Background: an optimization exercise with open tools, aiming at small area and a short achievable clock period. Do not read the settings as production practice.
Only simulation tests tie the RTL to the original design; equivalence was not proved.
Power and IR drop assume default switching activity.

[flow/config.mk]
export PLATFORM = sky130hd
export DESIGN_NAME = systolic_array
export DESIGN_NICKNAME = systolic_array
export VERILOG_FILES = /design/flow/design.v
export SDC_FILE = /design/flow/constraint.sdc
export NUM_CORES = 4
export LEC_CHECK = 0
export CAP_MARGIN = 20
export CORE_MARGIN = 2
export CORE_UTILIZATION = 55
export SETUP_SLACK_MARGIN = 2.5
export SLEW_MARGIN = 20
export SYNTH_HIERARCHICAL = 1
export SYNTH_MINIMUM_KEEP_SIZE = 0
[flow/constraint.sdc]
create_clock -name core_clock -period 7.0 [get_ports {clk}]
set_input_delay 1.4000 -clock core_clock [delete_from_list [all_inputs] [get_ports {clk}]]
set_output_delay 1.4000 -clock core_clock [all_outputs]
set_load 0.01 [all_outputs]
[flow/standard.sh]
#!/bin/bash
# synth_recipe.tcl (not shown) runs the flow's synth.tcl, then flattens the netlist and writes it again
# the make line also repeats each setting of config.mk as NAME=value (left out here)
make -C /OpenROAD-flow-scripts/flow DESIGN_CONFIG=/design/flow/config.mk WORK_HOME=/design/flow/orfs CLKGATE_MAP_FILE= SYNTH_SCRIPT=/design/flow/synth_recipe.tcl "${@:-finish}"
[flow/flow/run.sh]
#!/bin/bash
set -euo pipefail
export BUFFER_PORTS_ARGS="-inputs -outputs -buffer_cell sky130_fd_sc_hd__buf_1"
bash standard.sh > make.log 2>&1
[flow/design.v]
`timescale 1ns/100ps
`timescale 1ns/100ps
`timescale 1ns/100ps
module fadd (input a, input b, input c, output s, output co);
  assign s  = a ^ b ^ c;
  assign co = (a & b) | (a & c) | (b & c);
endmodule
module hadd_n (input a, input b, output s, output co);
  xnor_g xs (.a(a), .b(b), .y(s));
  or_g   xc (.a(a), .b(b), .y(co));
endmodule
module xnor_g (input a, input b, output y);
  assign y = ~(a ^ b);
endmodule
module or_g (input a, input b, output y);
  assign y = a | b;
endmodule
module hadd (input a, input b, output s, output co);
  assign s  = a ^ b;
  assign co = a & b;
endmodule
module mac_tree (input [7:0] a, input [7:0] b, input [23:0] acc, output [23:0] y);
  wire pp0_0 = a[0] & b[0];
  wire pp0_1 = a[0] & b[1];
  wire pp0_2 = a[0] & b[2];
  wire pp0_3 = a[0] & b[3];
  wire pp0_4 = a[0] & b[4];
  wire pp0_5 = a[0] & b[5];
  wire pp0_6 = a[0] & b[6];
  wire pp0_7 = a[0] & b[7];
  wire pp1_0 = a[1] & b[0];
  wire pp1_1 = a[1] & b[1];
  wire pp1_2 = a[1] & b[2];
  wire pp1_3 = a[1] & b[3];
  wire pp1_4 = a[1] & b[4];
  wire pp1_5 = a[1] & b[5];
  wire pp1_6 = a[1] & b[6];
  wire pp1_7 = a[1] & b[7];
  wire pp2_0 = a[2] & b[0];
  wire pp2_1 = a[2] & b[1];
  wire pp2_2 = a[2] & b[2];
  wire pp2_3 = a[2] & b[3];
  wire pp2_4 = a[2] & b[4];
  wire pp2_5 = a[2] & b[5];
  wire pp2_6 = a[2] & b[6];
  wire pp2_7 = a[2] & b[7];
  wire pp3_0 = a[3] & b[0];
  wire pp3_1 = a[3] & b[1];
  wire pp3_2 = a[3] & b[2];
  wire pp3_3 = a[3] & b[3];
  wire pp3_4 = a[3] & b[4];
  wire pp3_5 = a[3] & b[5];
  wire pp3_6 = a[3] & b[6];
  wire pp3_7 = a[3] & b[7];
  wire pp4_0 = a[4] & b[0];
  wire pp4_1 = a[4] & b[1];
  wire pp4_2 = a[4] & b[2];
  wire pp4_3 = a[4] & b[3];
  wire pp4_4 = a[4] & b[4];
  wire pp4_5 = a[4] & b[5];
  wire pp4_6 = a[4] & b[6];
  wire pp4_7 = a[4] & b[7];
  wire pp5_0 = a[5] & b[0];
  wire pp5_1 = a[5] & b[1];
  wire pp5_2 = a[5] & b[2];
  wire pp5_3 = a[5] & b[3];
  wire pp5_4 = a[5] & b[4];
  wire pp5_5 = a[5] & b[5];
  wire pp5_6 = a[5] & b[6];
  wire pp5_7 = a[5] & b[7];
  wire pp6_0 = a[6] & b[0];
  wire pp6_1 = a[6] & b[1];
  wire pp6_2 = a[6] & b[2];
  wire pp6_3 = a[6] & b[3];
  wire pp6_4 = a[6] & b[4];
  wire pp6_5 = a[6] & b[5];
  wire pp6_6 = a[6] & b[6];
  wire pp6_7 = a[6] & b[7];
  wire pp7_0 = a[7] & b[0];
  wire pp7_1 = a[7] & b[1];
  wire pp7_2 = a[7] & b[2];
  wire pp7_3 = a[7] & b[3];
  wire pp7_4 = a[7] & b[4];
  wire pp7_5 = a[7] & b[5];
  wire pp7_6 = a[7] & b[6];
  wire pp7_7 = a[7] & b[7];
  wire m0s, m0c;
  hadd m0 (.a(pp0_5), .b(pp1_4), .s(m0s), .co(m0c));
  wire m1s, m1c;
  fadd m1 (.a(pp0_6), .b(pp1_5), .c(pp2_4), .s(m1s), .co(m1c));
  wire m2s, m2c;
  hadd m2 (.a(pp3_3), .b(pp4_2), .s(m2s), .co(m2c));
  wire m3s, m3c;
  fadd m3 (.a(pp0_7), .b(pp1_6), .c(pp2_5), .s(m3s), .co(m3c));
  wire m4s, m4c;
  fadd m4 (.a(pp3_4), .b(pp4_3), .c(pp5_2), .s(m4s), .co(m4c));
  wire m5s, m5c;
  hadd m5 (.a(pp6_1), .b(pp7_0), .s(m5s), .co(m5c));
  wire m6s, m6c;
  fadd m6 (.a(pp1_7), .b(pp2_6), .c(pp3_5), .s(m6s), .co(m6c));
  wire m7s, m7c;
  fadd m7 (.a(pp4_4), .b(pp5_3), .c(pp6_2), .s(m7s), .co(m7c));
  wire m8s, m8c;
  hadd m8 (.a(pp7_1), .b(acc[8]), .s(m8s), .co(m8c));
  wire m9s, m9c;
  fadd m9 (.a(pp2_7), .b(pp3_6), .c(pp4_5), .s(m9s), .co(m9c));
  wire m10s, m10c;
  fadd m10 (.a(pp5_4), .b(pp6_3), .c(pp7_2), .s(m10s), .co(m10c));
  wire m11s, m11c;
  fadd m11 (.a(pp3_7), .b(pp4_6), .c(pp5_5), .s(m11s), .co(m11c));
  wire m12s, m12c;
  hadd m12 (.a(pp0_3), .b(pp1_2), .s(m12s), .co(m12c));
  wire m13s, m13c;
  fadd m13 (.a(pp0_4), .b(pp1_3), .c(pp2_2), .s(m13s), .co(m13c));
  wire m14s, m14c;
  hadd m14 (.a(pp3_1), .b(pp4_0), .s(m14s), .co(m14c));
  wire m15s, m15c;
  fadd m15 (.a(m0s), .b(pp2_3), .c(pp3_2), .s(m15s), .co(m15c));
  wire m16s, m16c;
  fadd m16 (.a(pp4_1), .b(pp5_0), .c(acc[5]), .s(m16s), .co(m16c));
  wire m17s, m17c;
  fadd m17 (.a(m0c), .b(m1s), .c(m2s), .s(m17s), .co(m17c));
  wire m18s, m18c;
  fadd m18 (.a(pp5_1), .b(pp6_0), .c(acc[6]), .s(m18s), .co(m18c));
  wire m19s, m19c;
  fadd m19 (.a(m1c), .b(m2c), .c(m3s), .s(m19s), .co(m19c));
  wire m20s, m20c;
  fadd m20 (.a(m4s), .b(m5s), .c(acc[7]), .s(m20s), .co(m20c));
  wire m21s, m21c;
  fadd m21 (.a(m3c), .b(m4c), .c(m5c), .s(m21s), .co(m21c));
  wire m22s, m22c;
  fadd m22 (.a(m6s), .b(m7s), .c(m8s), .s(m22s), .co(m22c));
  wire m23s, m23c;
  fadd m23 (.a(m6c), .b(m7c), .c(m8c), .s(m23s), .co(m23c));
  wire m24s, m24c;
  fadd m24 (.a(m9s), .b(m10s), .c(acc[9]), .s(m24s), .co(m24c));
  wire m25s, m25c;
  fadd m25 (.a(m9c), .b(m10c), .c(m11s), .s(m25s), .co(m25c));
  wire m26s, m26c;
  fadd m26 (.a(pp6_4), .b(pp7_3), .c(acc[10]), .s(m26s), .co(m26c));
  wire m27s, m27c;
  fadd m27 (.a(m11c), .b(pp4_7), .c(pp5_6), .s(m27s), .co(m27c));
  wire m28s, m28c;
  fadd m28 (.a(pp6_5), .b(pp7_4), .c(acc[11]), .s(m28s), .co(m28c));
  wire m29s, m29c;
  fadd m29 (.a(pp5_7), .b(pp6_6), .c(pp7_5), .s(m29s), .co(m29c));
  wire m30s, m30c;
  hadd m30 (.a(pp0_2), .b(pp1_1), .s(m30s), .co(m30c));
  wire m31s, m31c;
  fadd m31 (.a(m12s), .b(pp2_1), .c(pp3_0), .s(m31s), .co(m31c));
  wire m32s, m32c;
  fadd m32 (.a(m12c), .b(m13s), .c(m14s), .s(m32s), .co(m32c));
  wire m33s, m33c;
  fadd m33 (.a(m13c), .b(m14c), .c(m15s), .s(m33s), .co(m33c));
  wire m34s, m34c;
  fadd m34 (.a(m15c), .b(m16c), .c(m17s), .s(m34s), .co(m34c));
  wire m35s, m35c;
  fadd m35 (.a(m17c), .b(m18c), .c(m19s), .s(m35s), .co(m35c));
  wire m36s, m36c;
  fadd m36 (.a(m19c), .b(m20c), .c(m21s), .s(m36s), .co(m36c));
  wire m37s, m37c;
  fadd m37 (.a(m21c), .b(m22c), .c(m23s), .s(m37s), .co(m37c));
  wire m38s, m38c;
  fadd m38 (.a(m23c), .b(m24c), .c(m25s), .s(m38s), .co(m38c));
  wire m39s, m39c;
  fadd m39 (.a(m25c), .b(m26c), .c(m27s), .s(m39s), .co(m39c));
  wire m40s, m40c;
  fadd m40 (.a(m27c), .b(m28c), .c(m29s), .s(m40s), .co(m40c));
  wire m41s, m41c;
  fadd m41 (.a(m29c), .b(pp6_7), .c(pp7_6), .s(m41s), .co(m41c));
  wire m42s, m42c;
  hadd m42 (.a(pp0_1), .b(pp1_0), .s(m42s), .co(m42c));
  wire m43s, m43c;
  fadd m43 (.a(m30s), .b(pp2_0), .c(acc[2]), .s(m43s), .co(m43c));
  wire m44s, m44c;
  fadd m44 (.a(m30c), .b(m31s), .c(acc[3]), .s(m44s), .co(m44c));
  wire m45s, m45c;
  fadd m45 (.a(m31c), .b(m32s), .c(acc[4]), .s(m45s), .co(m45c));
  wire m46s, m46c;
  fadd m46 (.a(m32c), .b(m33s), .c(m16s), .s(m46s), .co(m46c));
  wire m47s, m47c;
  fadd m47 (.a(m33c), .b(m34s), .c(m18s), .s(m47s), .co(m47c));
  wire m48s, m48c;
  fadd m48 (.a(m34c), .b(m35s), .c(m20s), .s(m48s), .co(m48c));
  wire m49s, m49c;
  fadd m49 (.a(m35c), .b(m36s), .c(m22s), .s(m49s), .co(m49c));
  wire m50s, m50c;
  fadd m50 (.a(m36c), .b(m37s), .c(m24s), .s(m50s), .co(m50c));
  wire m51s, m51c;
  fadd m51 (.a(m37c), .b(m38s), .c(m26s), .s(m51s), .co(m51c));
  wire m52s, m52c;
  fadd m52 (.a(m38c), .b(m39s), .c(m28s), .s(m52s), .co(m52c));
  wire m53s, m53c;
  fadd m53 (.a(m39c), .b(m40s), .c(acc[12]), .s(m53s), .co(m53c));
  wire m54s, m54c;
  fadd m54 (.a(m40c), .b(m41s), .c(acc[13]), .s(m54s), .co(m54c));
  wire m55s, m55c;
  fadd m55 (.a(m41c), .b(pp7_7), .c(acc[14]), .s(m55s), .co(m55c));
  cpa_mac cpa (.x({acc[23], acc[22], acc[21], acc[20], acc[19], acc[18], acc[17], acc[16], m55c, m54c, m53c, m52c, m51c, m50c, m49c, m48c, m47c, m46c, m45c, m44c, m43c, m42c, m42s, pp0_0}), .z({acc[15], m55s, m54s, m53s, m52s, m51s, m50s, m49s, m48s, m47s, m46s, m45s, m44s, m43s, acc[1], acc[0]}), .y(y));
endmodule
module cpa_mac (input [23:0] x, input [15:0] z, output [23:0] y);
  wire g0 = x[0] & z[0];
  wire p0 = x[0] ^ z[0];
  wire g1 = x[1] & z[1];
  wire p1 = x[1] ^ z[1];
  wire g2 = x[2] & z[2];
  wire p2 = x[2] ^ z[2];
  wire g3 = x[3] & z[3];
  wire p3 = x[3] ^ z[3];
  wire g4 = x[4] & z[4];
  wire p4 = x[4] ^ z[4];
  wire g5 = x[5] & z[5];
  wire p5 = x[5] ^ z[5];
  wire g6 = x[6] & z[6];
  wire p6 = x[6] ^ z[6];
  wire g7 = x[7] & z[7];
  wire p7 = x[7] ^ z[7];
  wire g8 = x[8] & z[8];
  wire p8 = x[8] ^ z[8];
  wire g9 = x[9] & z[9];
  wire p9 = x[9] ^ z[9];
  wire g10 = x[10] & z[10];
  wire p10 = x[10] ^ z[10];
  wire g11 = x[11] & z[11];
  wire p11 = x[11] ^ z[11];
  wire g12 = x[12] & z[12];
  wire p12 = x[12] ^ z[12];
  wire g13 = x[13] & z[13];
  wire p13 = x[13] ^ z[13];
  wire g14 = x[14] & z[14];
  wire p14 = x[14] ^ z[14];
  wire g15 = x[15] & z[15];
  wire p15 = x[15] ^ z[15];
  wire G0 = g1 | (p1 & g0);
  wire G1 = g3 | (p3 & g2);
  wire P1 = p3 & p2;
  wire G2 = g5 | (p5 & g4);
  wire P2 = p5 & p4;
  wire G3 = g7 | (p7 & g6);
  wire P3 = p7 & p6;
  wire G4 = g9 | (p9 & g8);
  wire P4 = p9 & p8;
  wire G5 = g11 | (p11 & g10);
  wire P5 = p11 & p10;
  wire G6 = g13 | (p13 & g12);
  wire P6 = p13 & p12;
  wire G7 = g15 | (p15 & g14);
  wire P7 = p15 & p14;
  wire G8 = G1 | (P1 & G0);
  wire G9 = G3 | (P3 & G2);
  wire P9 = P3 & P2;
  wire G10 = G5 | (P5 & G4);
  wire P10 = P5 & P4;
  wire G11 = G7 | (P7 & G6);
  wire P11 = P7 & P6;
  wire G12 = G9 | (P9 & G8);
  wire G13 = G11 | (P11 & G10);
  wire P13 = P11 & P10;
  wire G14 = G13 | (P13 & G12);
  wire G15 = G10 | (P10 & G12);
  wire G16 = G2 | (P2 & G8);
  wire G17 = G4 | (P4 & G12);
  wire G18 = G6 | (P6 & G15);
  wire G19 = g2 | (p2 & G0);
  wire G20 = g4 | (p4 & G8);
  wire G21 = g6 | (p6 & G16);
  wire G22 = g8 | (p8 & G12);
  wire G23 = g10 | (p10 & G17);
  wire G24 = g12 | (p12 & G15);
  wire G25 = g14 | (p14 & G18);
  assign y[0] = p0;
  assign y[1] = p1 ^ g0;
  assign y[2] = p2 ^ G0;
  assign y[3] = p3 ^ G19;
  assign y[4] = p4 ^ G8;
  assign y[5] = p5 ^ G20;
  assign y[6] = p6 ^ G16;
  assign y[7] = p7 ^ G21;
  assign y[8] = p8 ^ G12;
  assign y[9] = p9 ^ G22;
  assign y[10] = p10 ^ G17;
  assign y[11] = p11 ^ G23;
  assign y[12] = p12 ^ G15;
  assign y[13] = p13 ^ G24;
  assign y[14] = p14 ^ G18;
  assign y[15] = p15 ^ G25;
  wire [7:0] xh = {x[23], x[22], x[21], x[20], x[19], x[18], x[17], x[16]};
  wire [7:0] xh1 = xh + 1'b1;
  assign y[23:16] = G14 ? xh1 : xh;
endmodule
`timescale 1ns/100ps
module systolic_array#(
    parameter NUM_ROW = 8,
    parameter NUM_COL = 8,
    parameter IN_WORD_SIZE = 8,
    parameter OUT_WORD_SIZE = 24
)(
    clk,
    rst,
    top_inputs,
    left_inputs,
    compute_done,
    cycles_count,
    pe_register_vals
);
input clk;
input rst;
input [0:NUM_COL * IN_WORD_SIZE-1] top_inputs;
input [0:NUM_ROW * IN_WORD_SIZE-1] left_inputs;
output reg compute_done;
output reg  [OUT_WORD_SIZE-1:0] cycles_count;
output [0 : (OUT_WORD_SIZE * NUM_ROW * NUM_COL) -1] pe_register_vals;
wire [8*16*NUM_ROW-1:0] ldl;
wire [8*16*NUM_COL-1:0] tdl;
genvar r, c, k;
generate
  for (r = 0; r < NUM_ROW; r = r + 1) begin : lrow
    assign ldl[(16*r)*8 +: 8] = left_inputs[8*(NUM_ROW-1-r) +: 8];
    for (k = 1; k <= r + NUM_COL - 1; k = k + 1) begin : st
      reg [7:0] q;
      always @(posedge clk or posedge rst)
        if (rst) q <= 8'd0;
        else     q <= ldl[(16*r+k-1)*8 +: 8];
      assign ldl[(16*r+k)*8 +: 8] = q;
    end
  end
  for (c = 0; c < NUM_COL; c = c + 1) begin : tcol
    assign tdl[(16*c)*8 +: 8] = top_inputs[8*(NUM_COL-1-c) +: 8];
    for (k = 1; k <= c + NUM_ROW - 1; k = k + 1) begin : st
      reg [7:0] q;
      always @(posedge clk)
        q <= tdl[(16*c+k-1)*8 +: 8];
      assign tdl[(16*c+k)*8 +: 8] = q;
    end
  end
  for (r = 0; r < NUM_ROW; r = r + 1) begin : pr
    for (c = 0; c < NUM_COL; c = c + 1) begin : pc
      reg  [23:0] acc;
      wire [23:0] nxt;
      mac_tree mt (
        .a  (ldl[(16*r+r+c)*8 +: 8]),
        .b  (tdl[(16*c+r+c)*8 +: 8]),
        .acc(acc),
        .y  (nxt)
      );
      always @(posedge clk or posedge rst)
        if (rst) acc <= 24'd0;
        else     acc <= nxt;
      assign pe_register_vals[24*(NUM_COL*r+c) +: 24] = acc;
    end
  end
endgenerate
always @(posedge clk)
begin
    if(rst==1'b1)
    begin
        compute_done <= 1'b0;
        cycles_count <= 0;
    end
    else
    begin
        cycles_count <= cycles_count + 1;
        if(cycles_count > (5+NUM_ROW+NUM_COL))
        begin
          compute_done <= 1'b1;
        end
    end
end
endmodule
==> out/results.txt, run 1 <==
Vias in the first global route: 148,000
Port Buffer Count: 1,690
Syn Nets: 22,300
Total GRT Usage: 0.310
Sequential Power Share: 0.217
Fin crit share: 0.638
Remaining DRCs: 0
Worst Setup Slack, final: 2530 ps
Most frequent cell after synthesis: and2_1
FP Rows: 230
Yosys cell types: 43
Gpl congestion: 0.925
Register area share after synthesis: 0.320
Slew @ Worst Pin: 1090 ps
CTS sink cnt: 2,905
Grt peak-use layer: met2
Final hold vios: 0
Initial Utilization: 0.551
Non-Filler Instances: 24,900
WP data arrival: 5290 ps
Grt met2 use: 0.499
Slew Limit Fails: 0
Syn_area_per_cell: 12.7 um^2
Synth Instances: 17,000
Pre-CTS setup slack: 1200 ps
First-pass GRT wire length: 927,000 um
Power Internal: 69.9 mW
Worst-path clk slew: 70 ps
Static leakage: 111 nW
DRC marker count from the first detailed-route iteration: 6,465
Initial antenna violation count: 7
Final setup TNS: 0 ps
Max-cap violation count: 0
Routed WL per cell: 24.3 um
Routed WL: 606,000 um
Crit Path Category: input port to flop
Worst setup EP type: flop
CTS Root Cell: clkbuf_16
Status: no timing/DRC/antenna violations
Logic pwr share: 0.639
Chip width: 631 um
Post-synth ARST share: 0.760
Yosys warnings: 7
Die height: 631 um
Predominant post-synthesis flop cell: dfrtp_1
EDFF count, synth: 0
DRT Pass-1 Iters: 7
Share of post-route cells with drive strength above 1: 0.124
Max Freq: 224 MHz
Tightest Hold Check Type: flop to flop
Worst Path Max Fanout: 8
PwrDens: 528 nW/um^2
Switching share of power: 0.464
Post-synth top area cell: fa_1
Mapped cell area: 216,000 um^2
Largest net degree at the start of global routing: 165
Post-layout min period: 4470 ps
Insertion delay to the later sink of the worst-skew pair: 960 ps
CP startpoint kind: input port
H-tree levels: 5
Vias: 135,000
Final core utilization: 0.630
Area growth syn-to-layout: 14.3%
Ports: 1,691
Layout Nets: 24,600
Sw power: 60.5 mW
FF+latch count, synth: 2,905
Slew HR: 0.276
Commonest cells post-synth: and2_1, fa_1, dfrtp_1, ha_1, inv_1
Vias/cell: 5.43
Core Region: 392,000 um^2
Grt total ovfl: 0
Final ANT Viol Nets: 0
Grt met1 use: 0.378
Post-synth top area share: 0.332
Clock skew: 39.3 ps
WP data required: 7830 ps
Clock buffer depth: 4
Post-CTS Hold Buffers: 0
CTS tree: yes
Reg-to-reg slack, setup: 2580 ps
RSZ-0062 raised after global routing: yes
Global Route met3 Usage: 0.0685
Placed Cells incl. Taps: 23,900
Die Footprint: 398,000 um^2
Ranking of synthesized cells by area: fa_1, dfrtp_1, and2_1, ha_1, dfxtp_1
Final setup vio count: 0
Filler Cells Inserted: 31,500
Clk pwr share: 0.144
Peak supply drop: 0.000316 V
CTS buffer count: 339
Hpwl dp: 494,000 um
final timing paths:
| path | startpoint | endpoint | depth (start not counted) |
|---|---|---|---|
| worst max-delay path | top_inputs[58] | pr[0].pc[0].acc[20]$_DFF_PP0_ | 12 |
| worst min-delay path | tcol[5].st[3].q[4]$_DFF_P_ | tcol[5].st[4].q[4]$_DFF_P_ | 0 |
| worst max register to register | lrow[4].st[4].q[0]$_DFF_PP0_ | pr[4].pc[0].acc[20]$_DFF_PP0_ | 11 |
| worst min register to register | tcol[5].st[3].q[4]$_DFF_P_ | tcol[5].st[4].q[4]$_DFF_P_ | 0 |
| max in group asynchronous | rst | lrow[7].st[13].q[1]$_DFF_PP0_ | 6 |
| min in group asynchronous | rst | pr[4].pc[2].acc[10]$_DFF_PP0_ | 3 |
modules after synthesis, one instance, submodules excluded:
module | cells | cell area, um^2 | flops+latches | copies in the design
systolic_array | 3019 | 69900 | 2905 | 1
cpa_mac | 99 | 823 | 0 | 64
mac_tree | 64 | 400 | 0 | 64
fadd | 1 | 20.0 | 0 | 3072
hadd | 1 | 12.5 | 0 | 512
power by group through the flow:
stage	clock network (mW)	logic, mW	registers (mW)
6_report	18.8	83.3	28.3
5_1_grt	19.9	94.3	28.9
4_1_cts	19.3	78.0	28.4
3_5_place_dp	0	76.5	28.6
3_3_place_gp	0	74.9	28.6
2_1_floorplan	0	54.0	28.5
layout make-up:
| type | instances | area [um^2] | share of cell area |
|---|---|---|---|
| Clock buffer | 462 | 9720 | 0.0393 |
| Inverter | 966 | 3630 | 0.0147 |
| Multi-Input combinational cell | 13100 | 146000 | 0.589 |
| Clock inverter | 168 | 2050 | 0.00828 |
| Antenna cell | 3 | 7.51 | 0.0000304 |
| Tap cell | 5220 | 6530 | 0.0264 |
| Sequential cell | 2905 | 70100 | 0.284 |
| Timing Repair Buffer | 2089 | 9560 | 0.0387 |
registers in the layout, indices dropped and copies added (netlist names):
register / cells
lrow.st.q: 672
pr.pc.acc: 1536
tcol.st.q: 672
cycles_count: 24
compute_done: 1
cell families after synthesis:
kind of cell,count (synthesis),share of synthesized area
compound gates,1687,0.0536
simple gates,5375,0.148
xor+xnor,843,0.0342
mux,65,0.00339
flops,2905,0.320
fa+ha+maj,5123,0.421
buf+inv,1037,0.0192
per-layer routing:
| metal | share of wire | vias up |
|---|---|---|
| met2 | 0.47 | 2649 |
| li1 | - | 60400 |
| met3 | 0.060 | 955 |
| met5 | 0 | - |
| met1 | 0.38 | 71100 |
| met4 | 0.082 | 0 |
cell usage in the layout (no fill, tap or decap), types with 128 or more instances in the layout:
master	n
o21ai_0	183
inv_1	965
and2_1	4093
nor2_1	141
dfxtp_2	294
dfxtp_1	396
fa_1	3547
a211oi_1	128
a21boi_0	128
xnor2_1	263
ha_1	1421
nand2_1	387
a21oi_1	531
nand3_1	198
a21oi_2	181
buf_4	364
xor2_1	580
clkbuf_16	350
dfrtp_2	408
buf_1	1676
dfrtp_1	1800
through the flow:
step	instance area (um^2)	hold WS, ps	total power, mW
floorplan	216000	310	82.6
global placement	229000	309	104
detailed placement	229000	312	105
CTS	242000	313	126
global route	247000	325	143
finish	247000	318	130
critical path, cell delays in order:
cell and delay [ps]:
buf_12 120, and2_4 160, fa_2 590, fa_2 440, fa_1 570, fa_1 460
ha_4 320, o211ai_1 90, nor2_2 200, a41oi_2 190, or4_1 500, a32o_1 250
repair_timing:
item | in CTS | in global routing
endpoints found under the setup margin | 301 | 472
gates resized for setup | 365 | 959
buffers inserted | 48 | 310
pin swaps | 48 | 205
==> run 2: changes to the inputs <==
--- a/flow/config.mk
+++ b/flow/config.mk
@@ -7,8 +7,11 @@
 export LEC_CHECK = 0
 export CAP_MARGIN = 20
 export CORE_MARGIN = 2
-export CORE_UTILIZATION = 55
-export SETUP_SLACK_MARGIN = 2.5
+export CORE_UTILIZATION = 65
+export CTS_BUF_LIST = sky130_fd_sc_hd__clkbuf_8
+export PLACE_DENSITY = 0.7
+export SETUP_SLACK_MARGIN = 2.7
 export SLEW_MARGIN = 20
 export SYNTH_HIERARCHICAL = 1
 export SYNTH_MINIMUM_KEEP_SIZE = 0
+export TNS_END_PERCENT = 0
==> run 2 against run 1 <==
Against the previous run:
- area after synthesis unchanged
- cell count decreased by 2.5%
- clock power decreased by 5%
- clock skew increased by 10 ps
- register-to-register slack got worse by 20 ps
- synthesized cell count unchanged
- core utilization increased by 11 points
- total power decreased by 0.35%
- critical path type is now flop to flop
- largest cell class unchanged
==> out/results.txt, run 2 <==
Gpl congestion: 1.00
Largest registers: pr.pc.acc x1536, lrow.st.q x672, tcol.st.q x672
CTS sink cnt: 2,905
Static leakage: 111 nW
Clock buffer depth: 4
Max FFs per register: 1,536
Register area share after synthesis: 0.320
Power Internal: 68.4 mW
Routed WL per cell: 25.0 um
Worst Path Max Fanout: 9
Post-synth ARST share: 0.760
H-tree levels: 6
DR top layer: met5
Post-DP Area: 228,000 um^2
Tightest Hold Check Type: input port to flop
Commonest cells post-synth: and2_1, fa_1, dfrtp_1, ha_1, inv_1
Share of post-route cells with drive strength above 1: 0.121
WP data required: 8090 ps
Vias in the first global route: 153,000
Crit Path Category: flop to flop
Largest Register: pr.pc.acc
WP data arrival: 5530 ps
EDFF count, synth: 0
First-pass GRT wire length: 935,000 um
Logic pwr share: 0.644
Clock skew: 49.3 ps
Peak supply drop: 0.000384 V
Vias/cell: 5.71
Post-layout min period: 4440 ps
Tot Pwr: 130 mW
DRC marker count from the first detailed-route iteration: 7,391
Chip width: 581 um
Layout Nets: 24,700
Slew @ Worst Pin: 1060 ps
Final setup vio count: 0
Post-synth top area share: 0.332
Pre-CTS setup slack: 1260 ps
Sw power: 61.6 mW
Final ANT Viol Nets: 0
Final core utilization: 0.740
Port Buffer Count: 1,690
Remaining DRCs: 0
Ranking of synthesized cells by area: fa_1, dfrtp_1, and2_1, ha_1, dfxtp_1
Final hold vios: 0
CP startpoint kind: flop
M1 wire length: 226,000 um
Core Region: 331,000 um^2
Slew HR: 0.295
Post-synth top area cell: fa_1
Clk pwr share: 0.137
Met2 wire len: 273,000 um
Die height: 581 um
Switching share of power: 0.474
PwrDens: 531 nW/um^2
Yosys warnings: 7
Area growth syn-to-layout: 13.2%
Mapped cell area: 216,000 um^2
CTS buffer count: 523
Worst Setup Slack, final: 2560 ps
Post-Layout Inst Area: 245,000 um^2
Syn Nets: 22,300
Initial antenna violation count: 10
Total GRT Usage: 0.370
RSZ-0062 raised after global routing: yes
Syn_area_per_cell: 12.7 um^2
Status: no timing/DRC/antenna violations
Die Footprint: 337,000 um^2
FP Rows: 211
Commonest non-fill, non-tap cell in the layout: and2_1
Routed WL: 606,000 um
Synth Instances: 17,000
Filler Cells Inserted: 23,100
Yosys cell types: 43
Ports: 1,691
Worst setup EP type: flop
Worst-path clk slew: 60 ps
Grt total ovfl: 0
Vias: 139,000
Most frequent cells in the layout: and2_1, fa_1, dfrtp_1, buf_1, ha_1
Met3 WL: 55,400 um
Hpwl dp: 490,000 um
Predominant post-synthesis flop cell: dfrtp_1
Insertion delay to the later sink of the worst-skew pair: 1200 ps
Slew Limit Fails: 0
CTS tree: yes
Largest net degree at the start of global routing: 163
FF+latch count, synth: 2,905
Fin crit share: 0.634
Max-cap violation count: 0
CTS Root Cell: clkbuf_8
Max Freq: 225 MHz
Initial Utilization: 0.654
Sequential Power Share: 0.219
Most frequent cell after synthesis: and2_1
DRT Pass-1 Iters: 8
Final setup TNS: 0 ps
## run 2: worst paths after layout
kind                       cells past startpoint                  startpoint                             to  slack (ps)
max                                           11  tcol[1].st[3].q[2]$_DFF_P_  pr[2].pc[1].acc[20]$_DFF_PP0_        2560
min                                            1             left_inputs[42]   lrow[2].st[1].q[5]$_DFF_PP0_         290
max reg2reg                                   11  tcol[1].st[3].q[2]$_DFF_P_  pr[2].pc[1].acc[20]$_DFF_PP0_        2560
min reg2reg                                    0  tcol[5].st[4].q[7]$_DFF_P_     tcol[5].st[5].q[7]$_DFF_P_         310
max in group asynchronous                      5                         rst  pr[3].pc[7].acc[10]$_DFF_PP0_        4290
min in group asynchronous                      3                         rst  pr[7].pc[1].acc[14]$_DFF_PP0_         730
## run 2: worst max-delay path, cell delays in order, from the launching register on
cell	delay, ps
dfxtp_1	550
and2_1	220
fa_1	490
fa_2	440
fa_1	560
fa_2	490
ha_1	300
o211ai_1	110
nor2_2	180
a41oi_2	180
or4_4	580
a32o_1	270
## run 2: layout make-up
cell class,instances,area (um^2),share of cell area
multi-input cells,13100,145000,0.594
inverters,966,3630,0.0148
clock buffers,634,8730,0.0357
clock inverters,325,2880,0.0118
flip-flops and latches,2905,69900,0.286
repair buffers,1986,8760,0.0358
well taps,4366,5460,0.0223
diodes,9,22.5,0.0000920
## run 2: Yosys stat by module (local to each module, per instance)
module	copies in the design	flops+latches	cells inside	cell area, um^2
hadd	512	0	1	12.5
fadd	3072	0	1	20.0
systolic_array	1	2905	3019	69900
mac_tree	64	0	64	400
cpa_mac	64	0	99	823
## run 2: kinds of logic after synthesis
kind of cell / Yosys count / share of synthesized area
compound gates: 1687 / 0.0536
xor+xnor: 843 / 0.0342
fa+ha+maj: 5123 / 0.421
buf+inv: 1037 / 0.0192
flops: 2905 / 0.320
mux: 65 / 0.00339
simple gates: 5375 / 0.148
## run 2: per-stage QoR
| step | std cells | hold WS (ps) |
|---|---|---|
| finish | 24300 | 291 |
| global route | 24300 | 254 |
| CTS | 24100 | 180 |
| detailed placement | 23100 | 312 |
| global placement | 23100 | 310 |
| floorplan | 17000 | 310 |
## run 2: timing repair
item / CTS / global route
pin swaps: 78 / 123
gates resized for setup: 661 / 465
hold buffers: 0 / 0
setup buffers: 132 / 133
hold endpoints to repair: 0 / 0
endpoints found under the setup margin: 702 / 837
## run 2: routing by layer
metal	GRT usage	vias up
met1	0.451	72700
li1	-	60700
met3	0.122	1285
met2	0.558	3976
met4	0.261	4
met5	0	-
## run 2: power by group through the flow
stage | Sequential [mW] | Combinational (mW) | Clock [mW]
floorplan | 28.5 | 54.0 | 0
global placement | 28.6 | 74.2 | 0
detailed placement | 28.6 | 76.8 | 0
CTS | 28.4 | 80.0 | 18.1
global route | 29.0 | 94.2 | 18.9
finish | 28.4 | 83.8 | 17.8
==> run 3: changes to the inputs <==
--- a/flow/config.mk
+++ b/flow/config.mk
@@ -8,9 +8,8 @@
 export CAP_MARGIN = 20
 export CORE_MARGIN = 2
 export CORE_UTILIZATION = 65
-export CTS_BUF_LIST = sky130_fd_sc_hd__clkbuf_8
 export PLACE_DENSITY = 0.7
-export SETUP_SLACK_MARGIN = 2.7
+export SETUP_SLACK_MARGIN = 2.6
 export SLEW_MARGIN = 20
 export SYNTH_HIERARCHICAL = 1
 export SYNTH_MINIMUM_KEEP_SIZE = 0
==> run 3 against run 2 <==
Against the previous run:
- still clean on timing, DRC and antenna
- sequential cell count unchanged
- die area unchanged
- sequential share of layout area grew 0.079 points
- non-clock buffer count shrank 45
- worst hold slack better by 29 ps
- sequential power hardly changed
- first-iteration DRC count up 5.6%
- design area down 0.34%
- critical path depth unchanged
- area after synthesis stayed put
- global-route usage fell by 0.10 points
- wire length is essentially flat
- critical path type unchanged
==> out/results.txt, run 3 <==
Status: no timing/DRC/antenna violations
CTS sink cnt: 2,905
Final setup TNS: 0 ps
Ranking of synthesized cells by area: fa_1, dfrtp_1, and2_1, ha_1, dfxtp_1
Grt total ovfl: 0
Peak supply drop: 0.000357 V
Vias: 138,000
Routed WL: 606,000 um
WP data arrival: 5330 ps
Non-Filler Instances: 23,900
Filler Cells Inserted: 23,000
Crit-path cells: and2_1 > fa_1 > fa_1 > fa_1 > fa_1 > ha_4 > o211ai_1 > nor2_2 > a41oi_2 > or4_4 > a32o_1
Slew @ Worst Pin: 1030 ps
Max-cap violation count: 0
Yosys cell types: 43
Final hold vios: 0
Clock buffer depth: 4
PwrDens: 533 nW/um^2
FF+latch count, synth: 2,905
Gpl congestion: 1.00
Final setup vio count: 0
Adder-Cell Fraction of Synth Area: 0.421
Slew Limit Fails: 0
Clock skew: 50.8 ps
Share of post-route cells with drive strength above 1: 0.103
Mux contribution to synthesized area: 0.00339
Fin crit share: 0.641
Largest net degree at the start of global routing: 163
Largest family of logic cells by synthesized area: adder cells
CP startpoint kind: flop
Most frequent cells in the layout: and2_1, fa_1, dfrtp_1, buf_1, ha_1
EDFF count, synth: 0
CTS Root Cell: clkbuf_16
Worst setup EP type: flop
Tot Pwr: 130 mW
Most frequent cell after synthesis: and2_1
Synth Area in Simple Gates: 0.148
Layout Nets: 24,500
Post-synth top area cell: fa_1
Hold_sp: tcol[7].st[4].q[2]$_DFF_P_
RSZ-0062 raised after global routing: yes
Post-CTS Hold Buffers: 0
Mapped cell area: 216,000 um^2
First-pass GRT wire length: 931,000 um
Core Region: 331,000 um^2
CTS tree: yes
Commonest cells post-synth: and2_1, fa_1, dfrtp_1, ha_1, inv_1
H-tree levels: 5
Tightest Hold Check Type: flop to flop
Placed Cells incl. Taps: 23,100
CP startpoint: lrow[2].st[3].q[1]$_DFF_PP0_
CTS buffer count: 327
Reg-to-Reg Start: lrow[2].st[3].q[1]$_DFF_PP0_
Initial Utilization: 0.654
Slew HR: 0.316
Hpwl dp: 490,000 um
Area growth syn-to-layout: 12.8%
Predominant post-synthesis flop cell: dfrtp_1
Post-synth top area share: 0.332
Synth Instances: 17,000
Syn_area_per_cell: 12.7 um^2
Vias in the first global route: 151,000
Final ANT Viol Nets: 0
Initial antenna violation count: 8
Final core utilization: 0.738
Die Footprint: 337,000 um^2
Post-synth ARST share: 0.760
Synth Area in Compound Gates: 0.0536
Largest Register: pr.pc.acc
Static leakage: 110 nW
XOR/XNOR Fraction of Synth Area: 0.0342
WP data required: 7850 ps
Critical-path cell with the highest stage delay: or4_4
Worst-path clk slew: 70 ps
Largest registers: pr.pc.acc x1536, lrow.st.q x672, tcol.st.q x672
Crit Path Category: flop to flop
Yosys warnings: 7
Most used cell, CP: fa_1
Total GRT Usage: 0.369
Remaining DRCs: 0
Post-layout min period: 4490 ps
Insertion delay to the later sink of the worst-skew pair: 960 ps
Port Buffer Count: 1,690
Commonest non-fill, non-tap cell in the layout: and2_1
Max FFs per register: 1,536
DRT Pass-1 Iters: 6
Die height: 581 um
DRC marker count from the first detailed-route iteration: 7,806
Ports: 1,691
Max Freq: 223 MHz
Worst Path Max Fanout: 8
Syn Nets: 22,300
Chip width: 581 um
Routed WL per cell: 25.4 um
FP Rows: 211
Vias/cell: 5.76
Register area share after synthesis: 0.320
Slowest stage delay, CP: 590 ps
-- run 3: cell counts after synthesis --
Identical to the previous run, type by type.
-- run 3: worst max-delay path, delay by kind of cell (launching register included) --
kind	cells	cell delay, ps
DFF	1	480
adders and majority gates	5	2310
and+or+nand+nor	3	980
AOI/OAI and AO/OA	3	600
-- run 3: cell type report --
| class | instances | area [um^2] | share of cell area |
|---|---|---|---|
| repair buffers | 1941 | 8440 | 0.0346 |
| clock inverters | 146 | 2080 | 0.00851 |
| clock buffers | 462 | 9420 | 0.0386 |
| multi-input cells | 13100 | 145000 | 0.594 |
| diodes | 11 | 27.5 | 0.000113 |
| inverters | 966 | 3630 | 0.0149 |
| flip-flops and latches | 2905 | 69900 | 0.287 |
| well taps | 4366 | 5460 | 0.0224 |
-- run 3: kinds of logic after synthesis --
group,Yosys count
and+or+nand+nor,5375
adders and majority gates,5123
DFF,2905
AOI/OAI and AO/OA,1687
buffers and inverters,1037
xor gates and xnor gates,843
muxes,65
-- run 3: routing by layer --
layer  vias up  share of wire  global-route usage
li1      60100              -                   -
met1     72500           0.37               0.457
met2      3897           0.45               0.561
met3      1182          0.090               0.117
met4         0          0.083               0.243
met5         -              0                   0
-- run 3: final timing paths --
kind | to | slack (ps) | cells after the start
setup / recovery | pr[2].pc[1].acc[20]$_DFF_PP0_ | 2510 | 11
hold reg to reg | tcol[7].st[5].q[2]$_DFF_P_ | 320 | 0
max in group asynchronous | pr[4].pc[7].acc[16]$_DFF_PP0_ | 4080 | 5
min in group asynchronous | pr[7].pc[1].acc[14]$_DFF_PP0_ | 990 | 3
setup reg to reg | pr[2].pc[1].acc[20]$_DFF_PP0_ | 2510 | 11
hold / removal | tcol[7].st[5].q[2]$_DFF_P_ | 320 | 0
-- run 3: per-module statistics from Yosys (local to each module, per instance) --
module / area [um^2] / times used
mac_tree: 400 / 64
systolic_array: 69900 / 1
cpa_mac: 823 / 64
hadd: 12.5 / 512
fadd: 20.0 / 3072
-- run 3: repair_timing --
item                       in CTS  in global routing
setup buffers                  10                210
pin swaps                      13                163
gates resized for setup        51               1013
setup endpoints to repair     534                863
-- run 3: stage by stage --
stage | cell area [um^2] | setup WS, ps | hold slack [ps]
after floorplan | 216000 | -26340 | 310
after global placement | 228000 | 1250 | 310
after detailed placement | 228000 | 1260 | 312
after CTS | 240000 | 2330 | 324
after global routing | 244000 | 2400 | 328
final | 244000 | 2510 | 320
-- run 3: power by group --
part,switching [mW],internal (mW)
registers,5.57,22.9
logic,48.0,34.9
clock network,7.48,11.0
==> run 4: changes to the inputs <==
--- a/flow/design.v
+++ b/flow/design.v
@@ -5,16 +5,6 @@
   assign s  = a ^ b ^ c;
   assign co = (a & b) | (a & c) | (b & c);
 endmodule
-module hadd_n (input a, input b, output s, output co);
-  xnor_g xs (.a(a), .b(b), .y(s));
-  or_g   xc (.a(a), .b(b), .y(co));
-endmodule
-module xnor_g (input a, input b, output y);
-  assign y = ~(a ^ b);
-endmodule
-module or_g (input a, input b, output y);
-  assign y = a | b;
-endmodule
 module hadd (input a, input b, output s, output co);
   assign s  = a ^ b;
   assign co = a & b;
--- a/flow/config.mk
+++ b/flow/config.mk
@@ -8,8 +8,10 @@
 export CAP_MARGIN = 20
 export CORE_MARGIN = 2
 export CORE_UTILIZATION = 65
+export CTS_CLUSTER_DIAMETER = 120
+export CTS_CLUSTER_SIZE = 20
 export PLACE_DENSITY = 0.7
-export SETUP_SLACK_MARGIN = 2.6
+export SETUP_SLACK_MARGIN = 2.7
 export SLEW_MARGIN = 20
 export SYNTH_HIERARCHICAL = 1
 export SYNTH_MINIMUM_KEEP_SIZE = 0
==> run 4 against run 3 <==
Against the previous run:
- still clean on timing, DRC and antenna
- clock skew up 19 ps
- worst setup slack better by 42 ps
- clock power down 42%
- sequential cell count unchanged
- first-iteration DRC count down 0.24%
- wire length down 0.98%
- fmax up 0.94%
- cell count down 0.82%
- register-to-register slack better by 40 ps
- combinational power about the same
- largest cell class unchanged
- highest routed layer is now met5
==> out/results.txt, run 4 <==
Status: no timing/DRC/antenna violations
Vias/cell: 5.77
Max-cap violation count: 0
FF+latch count, synth: 2,905
Insertion delay to the later sink of the worst-skew pair: 960 ps
Static leakage: 107 nW
Largest net degree at the start of global routing: 163
Hpwl dp: 490,000 um
CTS buffer count: 168
Commonest non-fill, non-tap cell in the layout: and2_1
Chip width: 581 um
CP startpoint kind: flop
Reg-to-reg slack, setup: 2560 ps
Crit-path cells: and2_1 > fa_1 > fa_1 > fa_1 > fa_1 > ha_4 > o211ai_1 > nor2_2 > a41oi_2 > or4_1 > a32o_1
Buf+Inv Stages, Crit Path: 0
Mux contribution to synthesized area: 0.00339
Final setup TNS: 0 ps
Max FFs per register: 1,536
Final setup vio count: 0
Largest Register: pr.pc.acc
Slowest stage delay, CP: 550 ps
Endpoint, Worst Hold: tcol[7].st[4].q[2]$_DFF_P_
Hold path depth: 0
Tightest Hold Check Type: flop to flop
Port Buffer Count: 1,690
Ranking of synthesized cells by area: fa_1, dfrtp_1, and2_1, ha_1, dfxtp_1
EDFF count, synth: 0
Share of post-route cells with drive strength above 1: 0.0974
Post-layout min period: 4440 ps
Routed WL: 600,000 um
Predominant post-synthesis flop cell: dfrtp_1
Most frequent cell after synthesis: and2_1
CTS Root Cell: clkbuf_16
Initial Utilization: 0.654
Slew @ Worst Pin: 1050 ps
H-tree levels: 4
Max Freq: 225 MHz
Final core utilization: 0.721
Critical-path cell with the highest stage delay: or4_1
Synth Area in Simple Gates: 0.148
Slew HR: 0.298
Clock buffer depth: 4
Area growth syn-to-layout: 10.3%
Initial antenna violation count: 9
Routed WL per cell: 25.3 um
DRT Pass-1 Iters: 5
Layout Nets: 24,400
First-pass GRT wire length: 927,000 um
Largest family of logic cells by synthesized area: adder cells
Commonest cells post-synth: and2_1, fa_1, dfrtp_1, ha_1, inv_1
Vias in the first global route: 150,000
Reg-to-Reg Start: lrow[6].st[6].q[1]$_DFF_PP0_
Mapped cell area: 216,000 um^2
Post-synth top area share: 0.332
Syn_area_per_cell: 12.7 um^2
Syn Nets: 22,300
Post-synth top area cell: fa_1
Total GRT Usage: 0.367
Remaining DRCs: 0
Most used cell, CP: fa_1
Final ANT Viol Nets: 0
Vias: 137,000
RSZ-0062 raised after global routing: yes
Synth Area in Compound Gates: 0.0536
Largest registers: pr.pc.acc x1536, lrow.st.q x672, tcol.st.q x672
Worst-path clk slew: 90 ps
Post-synth ARST share: 0.760
Crit Path Category: flop to flop
WP data required: 7860 ps
Ports: 1,691
Worst setup EP type: flop
Register area share after synthesis: 0.320
RR Endpoint: pr[6].pc[0].acc[20]$_DFF_PP0_
Top delay family on crit path: adder cells
DRC marker count from the first detailed-route iteration: 7,787
PwrDens: 512 nW/um^2
FP Rows: 211
Most frequent cells in the layout: and2_1, fa_1, dfrtp_1, buf_1, ha_1
Die Footprint: 337,000 um^2
Clock skew: 70.3 ps
Die height: 581 um
WP data arrival: 5300 ps
Core Region: 331,000 um^2
Fin crit share: 0.635
Reg2reg path depth: 11
Worst Path Max Fanout: 5
Yosys cell types: 43
Synth Instances: 17,000
Final hold vios: 0
Peak supply drop: 0.000357 V
Hold_sp: tcol[7].st[3].q[2]$_DFF_P_
Slew Limit Fails: 0
Yosys warnings: 7
CTS tree: yes
Grt total ovfl: 0
Adder-Cell Fraction of Synth Area: 0.421
CTS sink cnt: 2,905
XOR/XNOR Fraction of Synth Area: 0.0342
Gpl congestion: 1.00
==> run 4: cell counts after synthesis <==
Identical to the previous run, type by type.
==> run 4: worst max-delay path by stage <==
| stage | start | to | depth (start not counted) |
|---|---|---|---|
| final | lrow[6].st[6].q[1]$_DFF_PP0_ | pr[6].pc[0].acc[20]$_DFF_PP0_ | 11 |
| after global routing | tcol[6].st[7].q[6]$_DFF_P_ | pr[1].pc[6].acc[15]$_DFF_PP0_ | 12 |
| after CTS | lrow[5].st[5].q[0]$_DFF_PP0_ | pr[5].pc[0].acc[20]$_DFF_PP0_ | 11 |
| after detailed placement | left_inputs[58] | pr[0].pc[0].acc[20]$_DFF_PP0_ | 12 |
| after global placement | left_inputs[58] | pr[0].pc[0].acc[15]$_DFF_PP0_ | 13 |
| after floorplan | rst | cycles_count[11]$_SDFF_PP0_ | 5 |
==> run 4: repair_timing <==
item                       4_1_cts  5_1_grt
gates resized for setup        764      402
hold buffers                     0        0
setup endpoints to repair      701      821
buffers inserted               207      118
pin swaps                       93       95
==> run 4: layout make-up <==
type                       instances  area, um^2
tap                             4366        5460
timing repair buffer            2046        9210
sequential                      2905       70000
clock inverter                    13         166
inverter                         966        3630
clock buffer                     295        4770
fill                           23800       92200
multi-input combinational      13100      145000
antenna                           11        27.5
==> run 4: report_power, final <==
group	switching [mW]	internal, mW
Combinational	48.0	35.0
Sequential	5.51	22.9
Clock	6.04	4.70
Total	59.5	62.5
==> run 4: logic make-up (layout without fill, tap and decap cells) <==
group	Yosys count	after routing
adders and majority gates	5123	5123
AOI/OAI and AO/OA	1687	1687
and+or+nand+nor	5375	5375
other	0	11
DFF	2905	2905
xor gates and xnor gates	843	843
muxes	65	65
buffers and inverters	1037	3320
==> run 4: through the flow <==
| stage | setup slack [ps] | power (mW) | std cells | hold WS (ps) | area (um^2) |
|---|---|---|---|---|---|
| after floorplan | -26340 | 82.6 | 17000 | 310 | 216000 |
| after global routing | 2440 | 134 | 23700 | 301 | 238000 |
| after detailed placement | 1260 | 105 | 23100 | 312 | 228000 |
| after CTS | 2600 | 120 | 23600 | 294 | 236000 |
| after global placement | 1250 | 103 | 23100 | 310 | 228000 |
| final | 2560 | 122 | 23700 | 296 | 238000 |
==> run 4: modules after synthesis (local to each module, per instance) <==
module / cell area (um^2) / copies in the design
hadd: 12.5 / 512
fadd: 20.0 / 3072
systolic_array: 69900 / 1
mac_tree: 400 / 64
cpa_mac: 823 / 64
==> run 4: routing by layer <==
layer	wire [um]	track usage	share of wire
met5	27	0	0.000045
met4	50500	0.243	0.084
met3	52500	0.112	0.087
met1	225000	0.456	0.38
met2	271000	0.558	0.45
==> run 5: changes to the inputs <==
--- a/flow/design.v
+++ b/flow/design.v
@@ -236,47 +236,59 @@
   wire P6 = p13 & p12;
   wire G7 = g15 | (p15 & g14);
   wire P7 = p15 & p14;
-  wire G8 = G1 | (P1 & G0);
-  wire G9 = G3 | (P3 & G2);
-  wire P9 = P3 & P2;
-  wire G10 = G5 | (P5 & G4);
-  wire P10 = P5 & P4;
-  wire G11 = G7 | (P7 & G6);
-  wire P11 = P7 & P6;
-  wire G12 = G9 | (P9 & G8);
-  wire G13 = G11 | (P11 & G10);
-  wire P13 = P11 & P10;
-  wire G14 = G13 | (P13 & G12);
-  wire G15 = G10 | (P10 & G12);
-  wire G16 = G2 | (P2 & G8);
-  wire G17 = G4 | (P4 & G12);
-  wire G18 = G6 | (P6 & G15);
-  wire G19 = g2 | (p2 & G0);
-  wire G20 = g4 | (p4 & G8);
-  wire G21 = g6 | (p6 & G16);
-  wire G22 = g8 | (p8 & G12);
-  wire G23 = g10 | (p10 & G17);
-  wire G24 = g12 | (p12 & G15);
-  wire G25 = g14 | (p14 & G18);
+  wire G8 = g2 | (p2 & G0);
+  wire G9 = G1 | (P1 & G0);
+  wire G10 = g6 | (p6 & G2);
+  wire P10 = p6 & P2;
+  wire G11 = G3 | (P3 & G2);
+  wire P11 = P3 & P2;
+  wire G12 = g10 | (p10 & G4);
+  wire P12 = p10 & P4;
+  wire G13 = G5 | (P5 & G4);
+  wire P13 = P5 & P4;
+  wire G14 = g14 | (p14 & G6);
+  wire P14 = p14 & P6;
+  wire G15 = G7 | (P7 & G6);
+  wire P15 = P7 & P6;
+  wire G16 = g4 | (p4 & G9);
+  wire G17 = G2 | (P2 & G9);
+  wire G18 = G10 | (P10 & G9);
+  wire G19 = G11 | (P11 & G9);
+  wire G20 = g12 | (p12 & G13);
+  wire P20 = p12 & P13;
+  wire G21 = G6 | (P6 & G13);
+  wire P21 = P6 & P13;
+  wire G22 = G14 | (P14 & G13);
+  wire P22 = P14 & P13;
+  wire G23 = G15 | (P15 & G13);
+  wire P23 = P15 & P13;
+  wire G24 = g8 | (p8 & G19);
+  wire G25 = G4 | (P4 & G19);
+  wire G26 = G12 | (P12 & G19);
+  wire G27 = G13 | (P13 & G19);
+  wire G28 = G20 | (P20 & G19);
+  wire G29 = G21 | (P21 & G19);
+  wire G30 = G22 | (P22 & G19);
+  wire G31 = G23 | (P23 & G19);
   assign y[0] = p0;
   assign y[1] = p1 ^ g0;
   assign y[2] = p2 ^ G0;
-  assign y[3] = p3 ^ G19;
-  assign y[4] = p4 ^ G8;
-  assign y[5] = p5 ^ G20;
-  assign y[6] = p6 ^ G16;
-  assign y[7] = p7 ^ G21;
-  assign y[8] = p8 ^ G12;
-  assign y[9] = p9 ^ G22;
-  assign y[10] = p10 ^ G17;
-  assign y[11] = p11 ^ G23;
-  assign y[12] = p12 ^ G15;
-  assign y[13] = p13 ^ G24;
-  assign y[14] = p14 ^ G18;
-  assign y[15] = p15 ^ G25;
+  assign y[3] = p3 ^ G8;
+  assign y[4] = p4 ^ G9;
+  assign y[5] = p5 ^ G16;
+  assign y[6] = p6 ^ G17;
+  assign y[7] = p7 ^ G18;
+  assign y[8] = p8 ^ G19;
+  assign y[9] = p9 ^ G24;
+  assign y[10] = p10 ^ G25;
+  assign y[11] = p11 ^ G26;
+  assign y[12] = p12 ^ G27;
+  assign y[13] = p13 ^ G28;
+  assign y[14] = p14 ^ G29;
+  assign y[15] = p15 ^ G30;
   wire [7:0] xh = {x[23], x[22], x[21], x[20], x[19], x[18], x[17], x[16]};
   wire [7:0] xh1 = xh + 1'b1;
-  assign y[23:16] = G14 ? xh1 : xh;
+  assign y[23:16] = G31 ? xh1 : xh;
 endmodule
 `timescale 1ns/100ps
 module systolic_array#(
==> run 5 against run 4 <==
Against the previous run:
- core utilization grew 0.27 points
- register-to-register slack gained 160 ps
- via count shrank 2.4%
- combinational power is essentially flat
- sequential power is essentially flat
- global-route usage shrank 2.2 points
- critical path depth grew 2
- largest cell class unchanged
- highest routed layer unchanged
==> out/results.txt, run 5 <==
Status: no timing/DRC/antenna violations
Sequential Power Share: 0.231
WP data arrival: 5060 ps
Routed WL per cell: 24.3 um
Non-Filler Instances: 23,100
Gpl congestion: 0.956
FP Rows: 209
Chip width: 575 um
EDFF count, synth: 0
Clock buffer depth: 4
Crit Path Category: input port to flop
Yosys cell types: 47
Most frequent cell after synthesis: and2_1
Final ANT Viol Nets: 0
Reg-to-reg slack, setup: 2720 ps
Insertion delay to the later sink of the worst-skew pair: 940 ps
Largest net degree at the start of global routing: 173
Peak supply drop: 0.000401 V
Worst Path Max Fanout: 9
Max Freq: 233 MHz
Post-layout min period: 4300 ps
Final setup TNS: 0 ps
Final setup vio count: 0
Worst Setup Slack, final: 2700 ps
Vias: 133,000
Mapped cell area: 212,000 um^2
Ports: 1,691
Switching share of power: 0.478
Core Region: 325,000 um^2
Max-cap violation count: 0
Vias in the first global route: 144,000
WP data required: 7770 ps
Initial Utilization: 0.654
Slew @ Worst Pin: 999 ps
First-pass GRT wire length: 868,000 um
Tightest Hold Check Type: flop to flop
Logic pwr share: 0.681
CTS buffer count: 168
CP startpoint kind: input port
Commonest non-fill, non-tap cell in the layout: and2_1
Hpwl dp: 453,000 um
FF+latch count, synth: 2,905
CTS Root Cell: clkbuf_16
Yosys warnings: 7
Routed WL: 563,000 um
RSZ-0062 raised after global routing: yes
Power Internal: 63.7 mW
H-tree levels: 4
Placed Cells incl. Taps: 22,400
Worst setup EP type: flop
CTS tree: yes
Commonest cells post-synth: and2_1, fa_1, dfrtp_1, ha_1, xnor2_1
Slew Limit Fails: 0
Post-synth top area cell: fa_1
Grt total ovfl: 0
Vias/cell: 5.77
Most frequent cells in the layout: and2_1, fa_1, dfrtp_1, buf_1, ha_1
Pre-CTS setup slack: 1390 ps
Clock skew: 80.5 ps
Ranking of synthesized cells by area: fa_1, dfrtp_1, and2_1, ha_1, dfxtp_1
DRC marker count from the first detailed-route iteration: 7,698
Port Buffer Count: 1,690
Die Footprint: 331,000 um^2
Area growth syn-to-layout: 10.7%
Syn_area_per_cell: 12.9 um^2
Post-synth ARST share: 0.760
Sw power: 58.4 mW
Static leakage: 106 nW
WHS: 315 ps
Total GRT Usage: 0.345
PwrDens: 520 nW/um^2
Post-synth top area share: 0.314
Layout Nets: 23,700
Syn Nets: 21,500
Predominant post-synthesis flop cell: dfrtp_1
DRT Pass-1 Iters: 6
Final hold vios: 0
Register area share after synthesis: 0.326
Largest registers: pr.pc.acc x1536, lrow.st.q x672, tcol.st.q x672
Clk pwr share: 0.088
Fin crit share: 0.614
Max FFs per register: 1,536
Remaining DRCs: 0
Share of post-route cells with drive strength above 1: 0.103
Initial antenna violation count: 10
Die height: 575 um
Worst-path clk slew: 100 ps
Slew HR: 0.337
CTS sink cnt: 2,905
Largest Register: pr.pc.acc
Synth Instances: 16,500
## run 5: path summary, 6_finish.rpt
path | start | to | cells past startpoint
setup / recovery | left_inputs[59] | pr[0].pc[0].acc[16]$_DFF_PP0_ | 13
hold reg to reg | tcol[4].st[1].q[1]$_DFF_P_ | tcol[4].st[2].q[1]$_DFF_P_ | 0
min in group asynchronous | rst | pr[7].pc[1].acc[0]$_DFF_PP0_ | 3
max in group asynchronous | rst | pr[0].pc[5].acc[11]$_DFF_PP0_ | 6
hold / removal | tcol[4].st[1].q[1]$_DFF_P_ | tcol[4].st[2].q[1]$_DFF_P_ | 0
setup reg to reg | tcol[7].st[8].q[5]$_DFF_P_ | pr[1].pc[7].acc[11]$_DFF_PP0_ | 12
## run 5: cell families after synthesis
logic type                 count (synthesis)  synth area share
AOI/OAI and AO/OA                       1495            0.0497
and+or+nand+nor                         5567             0.160
xor gates and xnor gates                1099            0.0454
buffers and inverters                    461           0.00934
DFF                                     2905             0.326
adders and majority gates               4867             0.405
muxes                                     65           0.00458
## run 5: timing repair
action,CTS,global route
hold buffers,0,0
setup buffers,7,379
resized for setup,93,970
pin swaps,12,246
endpoints found under the hold margin,0,0
endpoints found under the setup margin,536,936
## run 5: cell type report
type | count | area [um^2]
clock buffer | 295 | 4790
antenna | 7 | 17.5
multi-input combinational | 13100 | 143000
clock inverter | 13 | 215
fill | 23200 | 89700
sequential | 2905 | 70000
timing repair buffer | 2109 | 9700
inverter | 390 | 1470
tap | 4325 | 5410
## run 5: power groups by stage
stage          logic [mW]  registers [mW]  clock network (mW)
2_1_floorplan        56.3            28.5                   0
3_3_place_gp         75.9            28.5                   0
3_5_place_dp         77.6            28.5                   0
4_1_cts              78.6            28.2                11.0
5_1_grt              92.8            28.7                11.6
6_report             83.2            28.2                10.7
## run 5: worst max-delay path, stage by stage
cell	delay, ps
buf_2	190
and2_1	210
fa_1	460
fa_1	540
fa_1	450
fa_1	570
ha_4	230
a21oi_1	150
o21ai_0	140
a31oi_1	230
nand2_2	170
buf_4	180
xor2_1	130
## run 5: through the flow
step           instance area, um^2  utilization  power [mW]
2_1_floorplan               212000            -        84.8
3_3_place_gp                224000        0.690         104
3_5_place_dp                224000        0.690         106
4_1_cts                     229000        0.706         118
5_1_grt                     235000        0.724         133
6_report                    235000        0.724         122
## run 5: modules after synthesis (local to each module, per instance)
| module | cells | area [um^2] | times used |
|---|---|---|---|
| cpa_mac | 90 | 761 | 64 |
| fadd | 1 | 20.0 | 3072 |
| hadd | 1 | 12.5 | 512 |
| mac_tree | 64 | 400 | 64 |
| systolic_array | 3019 | 69900 | 1 |
## run 5: metal layers
metal | track usage | wire length (um) | up-vias
met3 | 0.0910 | 41500 | 893
met1 | 0.441 | 220000 | 70400
li1 | - | - | 59000
met5 | 0 | 12 | -
met4 | 0.181 | 37100 | 2
met2 | 0.545 | 264000 | 3134
==> run 6: changes to the inputs <==
--- a/flow/config.mk
+++ b/flow/config.mk
@@ -11,7 +11,7 @@
 export CTS_CLUSTER_DIAMETER = 120
 export CTS_CLUSTER_SIZE = 20
 export PLACE_DENSITY = 0.7
-export SETUP_SLACK_MARGIN = 2.7
+export SETUP_SLACK_MARGIN = 2.9
 export SLEW_MARGIN = 20
 export SYNTH_HIERARCHICAL = 1
 export SYNTH_MINIMUM_KEEP_SIZE = 0
==> run 6 against run 5 <==
Against the previous run:
- worst hold slack is essentially flat
- clock skew shrank 1.8 ps
- design area rose by 2.1%
- fmax grew 1.3%
- largest power group unchanged
- critical path depth is 1 higher
- register-to-register slack gained 50 ps
- clock-buffer cell count is the same
- critical path type unchanged
==> out/results.txt, run 6 <==
DRC marker count from the first detailed-route iteration: 7,957
DRT Pass-1 Iters: 6
Slew @ Worst Pin: 1020 ps
Stages on the worst setup path: 14
Mapped cell area: 212,000 um^2
Peak supply drop: 0.000422 V
Final setup TNS: 0 ps
PwrDens: 538 nW/um^2
Largest net degree at the start of global routing: 173
Slowest stage delay, CP: 620 ps
Critical Path End: pr[0].pc[0].acc[9]$_DFF_PP0_
Final ANT Viol Nets: 0
Reg-to-reg slack, setup: 2770 ps
CTS buffer count: 168
Core Region: 325,000 um^2
Hold path depth: 0
Yosys warnings: 7
RSZ-0062 raised after global routing: yes
Crit Path Category: input port to flop
WP data required: 7820 ps
Max FFs per register: 1,536
CTS Root Cell: clkbuf_16
Top delay family on crit path: adder cells
Reg-to-Reg Start: lrow[4].st[8].q[2]$_DFF_PP0_
Post-synth top area share: 0.314
Clk pwr share: 0.083
Routed WL per cell: 24.5 um
EDFF count, synth: 0
Hpwl dp: 453,000 um
Crit-path cells: buf_4 > and2_1 > ha_4 > fa_1 > fa_1 > fa_2 > ha_4 > o211ai_1 > o21ai_1 > and2_4 > o21ai_1 > nand2b_1 > fa_2 > xor2_1
CP startpoint kind: input port
Most frequent cells in the layout: and2_1, fa_1, dfrtp_1, buf_1, ha_1
WP data arrival: 5060 ps
Max Freq: 236 MHz
Worst Path Max Fanout: 9
Fin crit share: 0.606
H-tree levels: 4
Ranking of synthesized cells by area: fa_1, dfrtp_1, and2_1, ha_1, dfxtp_1
Non-Filler Instances: 23,300
Tightest Hold Check Type: flop to flop
Layout Nets: 23,800
Logic pwr share: 0.698
Grt total ovfl: 0
FF+latch count, synth: 2,905
CP startpoint: left_inputs[62]
Switching share of power: 0.473
Remaining DRCs: 0
First-pass GRT wire length: 878,000 um
Vias in the first global route: 146,000
Initial antenna violation count: 10
Area growth syn-to-layout: 13.1%
Share of post-route cells with drive strength above 1: 0.140
Vias: 135,000
Slew HR: 0.324
Buf+Inv Stages, Crit Path: 1
Chip width: 575 um
Syn Nets: 21,500
Post-layout min period: 4240 ps
Insertion delay to the later sink of the worst-skew pair: 940 ps
WHS: 316 ps
Largest registers: pr.pc.acc x1536, lrow.st.q x672, tcol.st.q x672
Routed WL: 571,000 um
Die Footprint: 331,000 um^2
Die height: 575 um
Placed Cells incl. Taps: 22,400
Syn_area_per_cell: 12.9 um^2
Clock skew: 78.7 ps
RR Endpoint: pr[4].pc[4].acc[23]$_DFF_PP0_
Final hold vios: 0
Slew Limit Fails: 0
Commonest non-fill, non-tap cell in the layout: and2_1
Tot Pwr: 129 mW
Gpl congestion: 0.956
Register area share after synthesis: 0.326
Commonest cells post-synth: and2_1, fa_1, dfrtp_1, ha_1, xnor2_1
Clock buffer depth: 4
Largest Register: pr.pc.acc
Post-synth top area cell: fa_1
Final setup vio count: 0
Post-synth ARST share: 0.760
Critical-path cell with the highest stage delay: fa_2
Total GRT Usage: 0.349
Status: no timing/DRC/antenna violations
Most frequent cell after synthesis: and2_1
Port Buffer Count: 1,690
Worst-path clk slew: 100 ps
FP Rows: 209
Power Internal: 68.0 mW
Yosys cell types: 47
Reg2reg path depth: 12
Vias/cell: 5.78
CTS sink cnt: 2,905
Sequential Power Share: 0.218
CTS tree: yes
Final core utilization: 0.739
Predominant post-synthesis flop cell: dfrtp_1
Initial Utilization: 0.654
Sw power: 61.0 mW
Static leakage: 107 nW
Worst setup EP type: flop
Synth Instances: 16,500
Ports: 1,691
Max-cap violation count: 0
[run 6: cell count changes in the layout (fill, tap and decap cells not counted), sizes merged]
cell,delta
clkbuf,-5
diode,+1
buf,+187
clkdlybuf4s18,+3
[run 6: timing repair]
| item | CTS | global route |
|---|---|---|
| buffers inserted | 320 | 251 |
| hold buffers | 0 | 0 |
| resized for setup | 836 | 875 |
| setup endpoints to repair | 969 | 1004 |
| pin swaps | 174 | 457 |
[run 6: how the worst min path moves through the flow]
stage,endpoint,slack (ps),start
final,tcol[4].st[2].q[1]$_DFF_P_,320,tcol[4].st[1].q[1]$_DFF_P_
after global routing,tcol[4].st[2].q[1]$_DFF_P_,330,tcol[4].st[1].q[1]$_DFF_P_
after CTS,tcol[4].st[3].q[4]$_DFF_P_,320,tcol[4].st[2].q[4]$_DFF_P_
after detailed placement,tcol[4].st[2].q[6]$_DFF_P_,310,tcol[4].st[1].q[6]$_DFF_P_
after global placement,tcol[7].st[6].q[2]$_DFF_P_,310,tcol[7].st[5].q[2]$_DFF_P_
after floorplan,tcol[2].st[2].q[0]$_DFF_P_,310,tcol[2].st[1].q[0]$_DFF_P_
[run 6: cell type report]
cell class,instances,area (um^2)
Tap cell,4325,5410
Fill cell,22500,84700
Timing Repair Buffer,2294,11200
Sequential cell,2905,70200
Clock buffer,295,4790
Clock inverter,13,215
Inverter,390,1470
Antenna cell,8,20.0
Multi-Input combinational cell,13100,147000
[run 6: metrics by stage]
stage | cell area [um^2] | setup WS [ps]
floorplan | 212000 | -26340
global placement | 224000 | 1360
detailed placement | 224000 | 1390
CTS | 234000 | 2790
global route | 240000 | 2610
finish | 240000 | 2760
[run 6: kinds of logic after synthesis]
logic type | count (synthesis) | share of synthesized area
muxes | 65 | 0.00458
AOI/OAI and AO/OA | 1495 | 0.0497
buffers and inverters | 461 | 0.00934
adders and majority gates | 4867 | 0.405
xor gates and xnor gates | 1099 | 0.0454
and+or+nand+nor | 5567 | 0.160
DFF | 2905 | 0.326
[run 6: power groups by stage]
stage	clock, mW	sequential, mW	combinational [mW]
after global placement	0	28.5	75.9
after floorplan	0	28.5	56.3
final	10.7	28.2	90.1
after global routing	11.6	28.7	99.8
after detailed placement	0	28.5	77.6
after CTS	11.0	28.2	81.4
[run 6: layer usage]
metal  global-route usage  wire (um)  up-vias
li1                     -          -    59400
met1                0.444     221000    71100
met2                0.549     268000     3323
met3               0.0928      43300      947
met4                0.195      39300        0
met5                    0          0        -
[run 6: worst register-to-register path: stages (launching register included)]
cell       delay, ps
dfrtp_2          430
and2_4           170
fa_2             540
fa_2             460
fa_2             560
fa_2             460
ha_4             310
a21oi_2           50
o22ai_2          240
o2111ai_2        160
nand2_2          160
nand4_1          310
xnor2_1          220
[run 6: Yosys stat by module, one instance, submodules excluded]
| module | cells inside | flip-flops and latches | cell area [um^2] | times used |
|---|---|---|---|---|
| hadd | 1 | 0 | 12.5 | 512 |
| mac_tree | 64 | 0 | 400 | 64 |
| systolic_array | 3019 | 2905 | 69900 | 1 |
| cpa_mac | 90 | 0 | 761 | 64 |
| fadd | 1 | 0 | 20.0 | 3072 |

==> afterwards: timing with drivers on the ports <==
No port has a modelled driver above. Below, the same layouts with a new extraction and two added sets of constraints. Step 1 assumes that a clkbuf_16 drives the clock port and a buf_2 every other input. Step 2 adds t to the input delays and takes it off the output delays; t is the mean of the earliest and latest rising clock arrival at the registers after step 1. Input paths then give back, and output paths get back, about the clock's delay inside the block. Three values: no drivers, after step 1, after step 2; two values: the first two.
run	t (ns)	slack for setup (ns)	pins driven straight from the clock port
run 1	1.058	2.535 / 2.572 / 1.514	1
run 2	1.293	2.561 / 2.561 / 1.393	1
run 3	1.054	2.514 / 2.514 / 1.545	1
run 4	1.056	2.556 / 2.556 / 1.590	1
run 5	1.026	2.704 / 2.720 / 1.747	1
run 6	1.030	2.759 / 2.775 / 1.788	1
After both steps setup and hold are still met in every run listed. The setup slack of run 2, which loses most, moves by 0.000 ns with the drivers and by -1.168 ns with both steps.
